Context: an optimization exercise on an open-source flow, tuned for small area and a short achievable clock period. The choices shown serve that exercise and are no tape-out recipe.
The RTL was checked by simulation tests, not by an equivalence proof against the original design.

## flow/design.v (module list and top-level ports; edited modules follow where they fit)
// module md5_pipeline: 1985 lines
// module md5_add32_bk: 150 lines
module md5_pipeline(
	input         clk,
	input         reset,       
	input         valid_in,
	input  [ 5:0] offset_in,
	input  [ 7:0] msbyte_in,
	output reg [31:0] c_out,
	output reg [31:0] d_out,
	output reg        valid_out
);
  // ...
==> flow/flow/run.sh <==
#!/bin/bash
# The standard layout (standard.sh), with one synthesis change: no full/half-adder cell
# extraction (ADDER_MAP_FILE empty), so ABC maps the adders from plain gates.
# Registers and their names are unchanged. The make output goes to flow_make.log here;
# each ORFS step keeps its own log under orfs/logs/.
set -euo pipefail
bash standard.sh ADDER_MAP_FILE= finish > flow_make.log 2>&1
==> flow/standard.sh <==
#!/bin/bash
# synth_recipe.tcl (not shown) runs the flow's synth.tcl, then flattens the netlist and writes it again
# the make line also repeats each setting of config.mk as NAME=value (left out here)
make -C /OpenROAD-flow-scripts/flow DESIGN_CONFIG=/design/flow/config.mk WORK_HOME=/design/flow/orfs CLKGATE_MAP_FILE= SYNTH_SCRIPT=/design/flow/synth_recipe.tcl "${@:-finish}"
==> flow/config.mk <==
export PLATFORM = sky130hd
export DESIGN_NAME = md5_pipeline
export DESIGN_NICKNAME = md5_pipeline
export VERILOG_FILES = /design/flow/design.v
export SDC_FILE = /design/flow/constraint.sdc
export NUM_CORES = 4
export LEC_CHECK = 0
export ABC_AREA = 1
export CAP_MARGIN = 20
export CORE_MARGIN = 2
export CORE_UTILIZATION = 40
export SETUP_SLACK_MARGIN = 4.3
export SLEW_MARGIN = 20
export TNS_END_PERCENT = 5
==> flow/constraint.sdc <==
create_clock -name core_clock -period 8.0 [get_ports {clk}]
set_input_delay 1.6000 -clock core_clock [delete_from_list [all_inputs] [get_ports {clk}]]
set_output_delay 1.6000 -clock core_clock [all_outputs]
set_load 0.01 [all_outputs]
==> impl_results.md, run 1 <==
- Yosys cell types: 88
- Clock network contribution to total cell area: 6.63%
- Die Footprint: 1,320,000 µm²
- Die H: 1.15 mm
- # rows: 421
- Multiplexer area fraction after synthesis: 0.294%
- Residual DRC: 0
- CP max stage cell: xor2_1
- Fmax: 250 MHz
- Slowest stage delay, CP: 480 ps
- XOR/XNOR Fraction of Synth Area: 10.8%
- Max-cap viol count: 0
- CORE AREA: 1,310,000 µm²
- GR Util met1: 35.1%
- Largest family of logic cells by synthesized area: simple AND/OR/NAND/NOR gates
- Diodes inserted: 88
- Hold endpoint: byt_36[2]
- Signal inverters: 12,300
- CP Launch Point: d_52[10]
- Top cell type's share of synthesized area: 41.3%
- WP data required: 9100 ps
- Critical path's top delay family: simple AND/OR/NAND/NOR gates
- Share of cells above drive strength 1: 20.1%
- WL met1: 824 mm
- Worst Setup EP: b_53[14]
- Critical Path Stages: 24
- Initial DRC count: 33,100
- Core Util, Final: 49.5%
- Status: complete, no violations
- Final setup violation count: 0
- Placed cell count: 94,500
- Critical path startpoint category: flip-flop
==> inputs of run 2 (changes only) <==
--- a/flow/config.mk
+++ b/flow/config.mk
@@ -10,5 +10,6 @@
 export CORE_MARGIN = 2
 export CORE_UTILIZATION = 40
-export SETUP_SLACK_MARGIN = 4.3
+export PLACE_DENSITY = 0.45
+export SETUP_SLACK_MARGIN = 4.0
 export SLEW_MARGIN = 20
 export TNS_END_PERCENT = 5
==> run 2 against run 1 <==
Net effect:
- still clean on timing, DRC and antenna
- count of clock-buffer cells in the layout increased by 72
- sequential share of layout area increased by 0.61 points
- wire length increased by 12%
- setup slack got worse by 100 ps
- flip-flop and latch count unchanged
- critical path depth increased by 8
- synthesized cell count unchanged
==> impl_results.md, run 2 <==
- CTS tree: done (unchanged)
- Mapped Cells: 77,000 (unchanged)
- Min-delay worst type: reg2reg (unchanged)
- Initial DRT Pass Iterations: 9 (unchanged)
- Crit path top cell by count: nor2_4 (was nand2_1)
- Top cell type's share of synthesized area: 41.3% (unchanged)
- Die Footprint: 1,320,000 µm² (unchanged)
- RSZ-0062 raised after global routing: true (unchanged)
- Critical path startpoint category: flip-flop (unchanged)
- Clk Tree Root Cell: clkbuf_16 (unchanged)
- Routed Antenna Nets: 0 (unchanged)
- DRT Wirelength: 2250 mm (was 2010 mm)
- Clock slew seen by the registers of the worst setup and hold paths: 60 ps (about the same)
- Async SR Flop Fraction: 0% (unchanged)
- Die H: 1.15 mm (unchanged)
- Area added between synthesis and finish: 21.2% (was 23.5%)
- Syn Std Cell Area: 526,000 µm² (unchanged)
- Crit Path Max Fanout: 4 (unchanged)
- Period utilization: 51.2% (was 49.9%)
- Fin nets: 79,900 (was 80,600)
- Hold Violations, Final: 0 (unchanged)
- R2r setup slk: 3900 ps (was 4010 ps)
- Critical path's top delay family: simple AND/OR/NAND/NOR gates (unchanged)
- CORE AREA: 1,310,000 µm² (unchanged)
- Post-DP HPWL: 1900 mm (was 1650 mm)
- Setup Skew: 70.5 ps (was 98.8 ps)
- Die span in x: 1.15 mm (unchanged)
- Total congestion overflow: 0 (unchanged)
- Core Util, Final: 48.6% (was 49.5%)
- Synth Register Bits: 10,900 (unchanged)
- Most frequent cells in the layout: 23,800 x nand2_1, 11,500 x inv_1, 8,663 x dfxtp_1, 6,256 x nor2_1, 3,729 x nand3_1 (was 22,800 x nand2_1, 11,400 x inv_1, 8,581 x dfxtp_1, 6,077 x nor2_1, 3,670 x xor2_1)
- Yosys warns: 1 (unchanged)
- Synth Net Count: 77,000 (unchanged)
- Register area share after synthesis: 41.4% (unchanged)
- Status: complete, no violations (unchanged)
- HP Start: c_17[5] (was byt_35[2])
- DR vias/cell: 4.79 (was 4.80)
- Inserted Clock Buffers: 1,325 (was 1,286)
- Reg2reg start: b_63[2] (was d_52[10])
- Most common cell in the synthesized netlist: nand2_1 (unchanged)
- First-pass GRT wire length: 3080 mm (was 2820 mm)
- CTS Buffer Depth: 6 (unchanged)
- Fin. max-slew vios: 0 (unchanged)
- Period minus WS final: 4100 ps (was 3990 ps)
- Vias: 472,000 (was 476,000)
- Hold_buf cts: 0 (unchanged)
- Final setup violation count: 0 (unchanged)
- Residual DRC: 0 (unchanged)
- Largest cells by area after synthesis: dfxtp_1 41%, nand2_1 18%, inv_1 8.5% (unchanged)
- Antenna violations before repair: 296 (was 135)
- Final TNS setup: 0 ps (unchanged)
- CP max stage cell: dfxtp_4 (was xor2_1)
- Initial DRC count: 36,700 (was 33,100)
- Fill cells: 134,000 (was 130,000)
- Clock sinks: 10,900 (unchanged)
- Most common cell after layout, fill and taps aside: nand2_1 (unchanged)
- Max-cap viol count: 0 (unchanged)
- Synth cell count leaders: 25,900 x nand2_1, 12,000 x inv_1, 10,900 x dfxtp_1 (unchanged)
- Avg WL per Cell: 22.8 µm (was 20.3 µm)
- Yosys cell types: 88 (unchanged)
- Mean Syn Cell Area: 6.83 µm² (unchanged)
- Fmax: 244 MHz (was 250 MHz)
- CP Buf/Inv Count: 6 (was 2)
- Worst-margin pin slew: 1340 ps (was 1210 ps)
- Slowest stage delay, CP: 400 ps (was 480 ps)
- Starting Density: 40.1% (unchanged)
- EDFF count, synth: 2 (unchanged)
- Vias in the first global route: 427,000 (was 434,000)
- Leading area contributor after synthesis: dfxtp_1 (unchanged)
- Worst-skew pair later-pin latency: 1310 ps (was 1320 ps)
- # rows: 421 (unchanged)
- Critical path type: reg2reg (unchanged)
- Share of cells above drive strength 1: 17.3% (was 20.1%)
- Primary FF master, synth: dfxtp_1 (unchanged)
- Pin count of the biggest net entering global routing: 43 (was 23)
- CP Launch Point: b_63[2] (was d_52[10])
- Worst setup EP type: flip-flop (unchanged)
- Gr usage total: 32.4% (was 28.8%)
- RePlAce Congestion: 0.972 (was 0.997)
- IO Port Bufs: 81 (unchanged)
- I/O pin total: 82 (unchanged)
- Slew headroom: 9.92% (was 18.6%)
- H-tree levels: 7 (unchanged)
- CP arrival: 5290 ps (was 5100 ps)
- WP data required: 9190 ps (was 9100 ps)
run 2: repair_timing:
| item | CTS | global route |
|---|---|---|
| buffers inserted | 286 | 1272 |
| pin swaps | 278 | 1913 |
| endpoints found under the hold margin | 0 | 0 |
| endpoints found under the setup margin | 1928 | 2002 |
| gates resized for setup | 2573 | 7617 |
run 2: per-layer routing:
layer	up-vias	track usage (%)	share of wire, %
met5	-	0.0179	0.0037
met4	16	12.4	4.7
li1	240000	-	-
met3	3086	3.67	5.5
met2	11900	53.1	45
met1	217000	43.9	45
run 2: worst paths after layout:
check	cells past startpoint	endpoint
max reg2reg	32	d_out[31]
min	0	d_18[5]
max	32	d_out[31]
min reg2reg	0	d_18[5]
run 2: cell families (layout without fill, tap and decap cells):
| logic type | count (synthesis) | count (layout) | synth area share, % |
|---|---|---|---|
| and+or+nand+nor | 40700 | 40700 | 31.8 |
| other | 0 | 123 | 0 |
| adders and majority gates | 6 | 6 | 0.0117 |
| xor gates and xnor gates | 6471 | 6471 | 10.8 |
| buffers and inverters | 12500 | 16400 | 8.96 |
| DFF | 10900 | 10900 | 41.4 |
| AOI/OAI and AO/OA | 6316 | 6316 | 6.83 |
| muxes | 150 | 150 | 0.294 |
run 2: metrics by stage:
step           cell area (µm²)  setup WS (ps)  std cells  hold WS, ps
2_1_floorplan           526000           4590      77000          310
3_3_place_gp            549000           2860      94500          310
3_5_place_dp            549000           2860      94500          312
4_1_cts                 603000           3750      97100          292
5_1_grt                 637000           3660      98400          295
6_report                637000           3900      98500          295
run 2: layout make-up:
| type | instances | area (µm²) | area share, % |
|---|---|---|---|
| Sequential cell | 10900 | 222000 | 34.8 |
| Antenna cell | 123 | 308 | 0.0483 |
| Tap cell | 17600 | 22000 | 3.45 |
| Inverter | 12300 | 46700 | 7.33 |
| Clock inverter | 574 | 7830 | 1.23 |
| Multi-Input combinational cell | 53600 | 288000 | 45.1 |
| Timing Repair Buffer | 1759 | 13600 | 2.14 |
| Clock buffer | 1723 | 37200 | 5.84 |

re-timing with driven ports:
Ports are ideal in the flow. The routed layouts listed here were re-timed in OpenROAD.
Step 1, drivers: a clkbuf_16 drives clk and a buf_2 each remaining input, both assumed.
Step 2 times the ports against the registers' clock, not the clock port: input delays grow and output delays shrink by t, the midpoint of the rising clock arrivals with the driver on.
Three values: ideal ports, drivers, drivers and shift; two values: the first two.
run	t (ns)	setup WS [ns]	worst setup path after step 2	worst register clock-pin slew, ns
run 1	1.446	4.006 / 3.936 / 3.896	input to register	0.07 / 0.07
run 2	1.473	3.902 / 3.725 / 3.459	input to register	0.07 / 0.07
After both steps every run listed still meets setup and hold. The setup slack of run 2, which loses most, moves by -0.177 ns with the drivers and by -0.443 ns with both steps.
